Context: an optimization exercise on an open-source flow, tuned for small area, a short achievable clock period and few clock cycles per item. The choices shown serve that exercise and are no tape-out recipe. Function was checked by simulation only, so behaviour that the tests miss may differ from the original.

## fuzzylogicspeedcontroller
module fuzzylogicspeedcontroller(
    input clk,
    input rst,
    input start,
    input [7:0] R,
    input [7:0] C,
    output ready,
    output reg done,
    output reg [7:0] pw
    );
assign ready = 1'b1;
function lt6(input [5:0] x, input [5:0] y);    
  integer n; reg r;
  begin
    r = 1'b0;
    for (n = 0; n < 6; n = n + 1)
      r = x[n] ? (y[n] ? r : 1'b0) : (y[n] ? 1'b1 : r);
    lt6 = r;
  end
endfunction
function [5:0] min6(input [5:0] x, input [5:0] y);
  min6 = lt6(x, y) ? x : y;
endfunction
function [5:0] max6(input [5:0] x, input [5:0] y);
  max6 = lt6(x, y) ? y : x;
endfunction
reg v0;
reg [7:0] R0, C0;
always @(posedge clk) begin
  if (rst) v0 <= 1'b0; else v0 <= start;
  R0 <= R; C0 <= C;
end
reg [8:0] oldE;
wire [8:0] Ec = {1'b0, R0} + {1'b0, ~C0};
wire [8:0] dec = ({1'b0, R0} + {1'b0, ~C0} + ~oldE) ^ 9'h100;
reg v1;
reg [8:0] E1, de1;
always @(posedge clk) begin
  if (rst) begin v1 <= 1'b0; oldE <= 9'd0; end
  else begin v1 <= v0; if (v0) oldE <= Ec; end
  E1 <= Ec; de1 <= dec;
end
reg [1:0] ei; reg [5:0] ea, eb;
reg dj;       reg [5:0] dc, dd, dcd;
reg [4:0] te, td;
always @(*) begin
  te = 5'd0;
  if (E1 < 158) begin ei = 0; ea = 63; eb = 0; end
  else if (E1 < 190) begin te = E1[4:0] - 5'd30; ei = 0; ea = {~te, 1'b1}; eb = {te, 1'b0}; end
  else if (E1 < 213) begin ei = 0; ea = 0; eb = 63; end
  ...
==> flow/config.mk <==
export PLATFORM = sky130hd
export DESIGN_NAME = fuzzylogicspeedcontroller
export DESIGN_NICKNAME = fuzzylogicspeedcontroller
export VERILOG_FILES = /design/flow/design.v
export SDC_FILE = /design/flow/constraint.sdc
export NUM_CORES = 4
export LEC_CHECK = 0
export CAP_MARGIN = 20
export CORE_MARGIN = 2
export CORE_UTILIZATION = 40
export PLACE_DENSITY = 0.6
export SLEW_MARGIN = 20
==> flow/constraint.sdc <==
create_clock -name core_clock -period 10.0 [get_ports {clk}]
set_input_delay 2.0000 -clock core_clock [delete_from_list [all_inputs] [get_ports {clk}]]
set_output_delay 2.0000 -clock core_clock [all_outputs]
set_load 0.01 [all_outputs]
run.sh (not shown) runs the stock make flow with config.mk's settings and CLKGATE_MAP_FILE= SYNTH_SCRIPT=/design/flow/synth_recipe.tcl, a recipe that flattens the netlist after the stock synthesis.
Testbench counts at the start, summed over its fixed seeds: cycles 3,288, items 3,200.
Edit:
==> flow/flow/run.sh (new file) <==
#!/bin/bash
# Layout: the standard ORFS flow (standard.sh), with two changes to how the
# layout is made (the clock period, SDC and design are unchanged):
#  - the ports get buf_4 buffers instead of the flow's default (a slow delay buffer);
#  - repair_timing works to a larger setup margin, so it sizes the gates for a
#    shorter achieved period.
set -euo pipefail
sed 's|"\${@:-finish}"|SETUP_SLACK_MARGIN=7.0 "BUFFER_PORTS_ARGS=-buffer_cell sky130_fd_sc_hd__buf_4" "\${@:-finish}"|' standard.sh > standard_tight.sh
bash standard_tight.sh > make.log 2>&1
==> flow/standard.sh (new file) <==
#!/bin/bash
# synth_recipe.tcl (not shown) runs the flow's synth.tcl, then flattens the netlist and writes it again
# the make line also repeats each setting of config.mk as NAME=value (left out here)
make -C /OpenROAD-flow-scripts/flow DESIGN_CONFIG=/design/flow/config.mk WORK_HOME=/design/flow/orfs CLKGATE_MAP_FILE= SYNTH_SCRIPT=/design/flow/synth_recipe.tcl "${@:-finish}"
Settings changed: CORE_UTILIZATION 40 to 65, CTS_BUF_LIST from default to sky130_fd_sc_hd__clkbuf_8, CTS_CLUSTER_SIZE from default to 30, PLACE_DENSITY 0.6 to 0.75.
removed: flow/run.sh
What happened: Wire length went up by 5.6%. Clock skew went up by 0.0047 ns. Worst setup slack gains 0.42 ns. Non-clock buffer count went up by 17. Final cell count went down by 6.9%. Core utilization went up by 29 points. Design area went up by 0.76%.
Edit:
Settings changed: CTS_BUF_LIST sky130_fd_sc_hd__clkbuf_8 to default, CTS_CLUSTER_SIZE 30 to default.
Design area increases by about 1.5%.
Register-to-register slack improves by 0.02 ns.
Synthesized area does not change.
Via count decreases by about 0.7%.
Edit:
--- a/flow/flow/run.sh
+++ b/flow/flow/run.sh
@@ -8 +8 @@
-sed 's|"\${@:-finish}"|SETUP_SLACK_MARGIN=7.0 "BUFFER_PORTS_ARGS=-buffer_cell sky130_fd_sc_hd__buf_4" "\${@:-finish}"|' standard.sh > standard_tight.sh
+sed 's|"\${@:-finish}"|SETUP_SLACK_MARGIN=7.2 "BUFFER_PORTS_ARGS=-buffer_cell sky130_fd_sc_hd__buf_4" "\${@:-finish}"|' standard.sh > standard_tight.sh
Settings changed: CORE_UTILIZATION 65 to 40, PLACE_DENSITY 0.75 to 0.6.
Result: Setup slack is better by 0.037 ns; via count came out higher by 1.0%; global-route usage goes down by 10 points; final cell count rose by 12%.

== run a ==
Another version of the RTL of fuzzylogicspeedcontroller (not shown whole).
Size in the first run: ~200 flip-flops, roughly 14000 um2 of cells after synthesis.
## fuzzylogicspeedcontroller
module fuzzylogicspeedcontroller(
    input clk,
    input rst,
    input start,
    input [7:0] R,
    input [7:0] C,
    output ready,
    output reg done,
    output reg [7:0] pw
    );
clock: 10.0 ns
lec_check: 0
cap_margin: 20
core_margin: 2
core_utilization: 40
place_density: 0.6
slew_margin: 20
Stock flow here: none of the scripts above is used.
Run a went all the way through synthesis, placement and routing and the layout is clean on timing, DRC and antenna.
Testbench counts of run a, summed over its fixed seeds: cycles 3,248, items 3,200.
Inputs modified between run a and run b:
--- a/flow/config.mk
+++ b/flow/config.mk
@@ -7,2 +7,3 @@
 export LEC_CHECK = 0
+export ABC_CLOCK_PERIOD_IN_PS = 3000
 export CAP_MARGIN = 20
## What came out
Timing, DRC, antenna: 0 failures across run a and run b
~same via count of the first global-routing pass in run a and run b
On met2 global-route usage, run a and run b are neck and neck.
As far as depth of the critical timing path with buffers and inverters included goes, run a and run b are indistinguishable; the numbers are identical.
Status: wire length reported by the detailed router parity (run b, run a)
Placed wire-length estimate after detailed placement: run a vs run b, no meaningful difference
Comparing run b against run a, there is no change at all in global-route usage.
| worst path required time | run a vs run b | ≈ equal |

## static timing again, ports no longer ideal
Ports are ideal in the flow. The routed layouts listed here were re-timed in OpenROAD. Step 1, drivers: a clkbuf_16 drives clk and a buf_2 each remaining input, both assumed. Step 2 also shifts input and output timing later by t, the mid clock arrival at the registers, as if the neighbouring blocks saw the same clock. a / b / c = no drivers / after step 1 / after step 2; a / b = the first two.
| run | shift t [ns] | setup slack, ns | worst setup path after step 2 | worst data-port slew with drivers (ns) | pins driven straight from the clock port |
|---|---|---|---|---|---|
| the first run of note 1 | 0.569 | 6.575 / 6.521 / 6.471 | input to register | 0.04 | 1 |
| the second run of note 1 | 0.603 | 6.994 / 6.951 / 7.008 | register to register | 0.04 | 1 |
| the third run of note 1 | 0.571 | 7.010 / 6.958 / 7.026 | register to register | 0.04 | 1 |
| the fourth run of note 1 | 0.566 | 7.047 / 6.996 / 7.047 | register to register | 0.04 | 1 |
| run a | 0.486 | 4.173 / 4.173 / 4.173 | register to register | 0.03 | 1 |
| run b | 0.486 | 4.173 / 4.173 / 4.173 | register to register | 0.03 | 1 |
After both steps setup and hold are still met in every run listed. The setup slack of the first run of note 1, which loses most, moves by -0.054 ns with the drivers and by -0.104 ns with both steps.
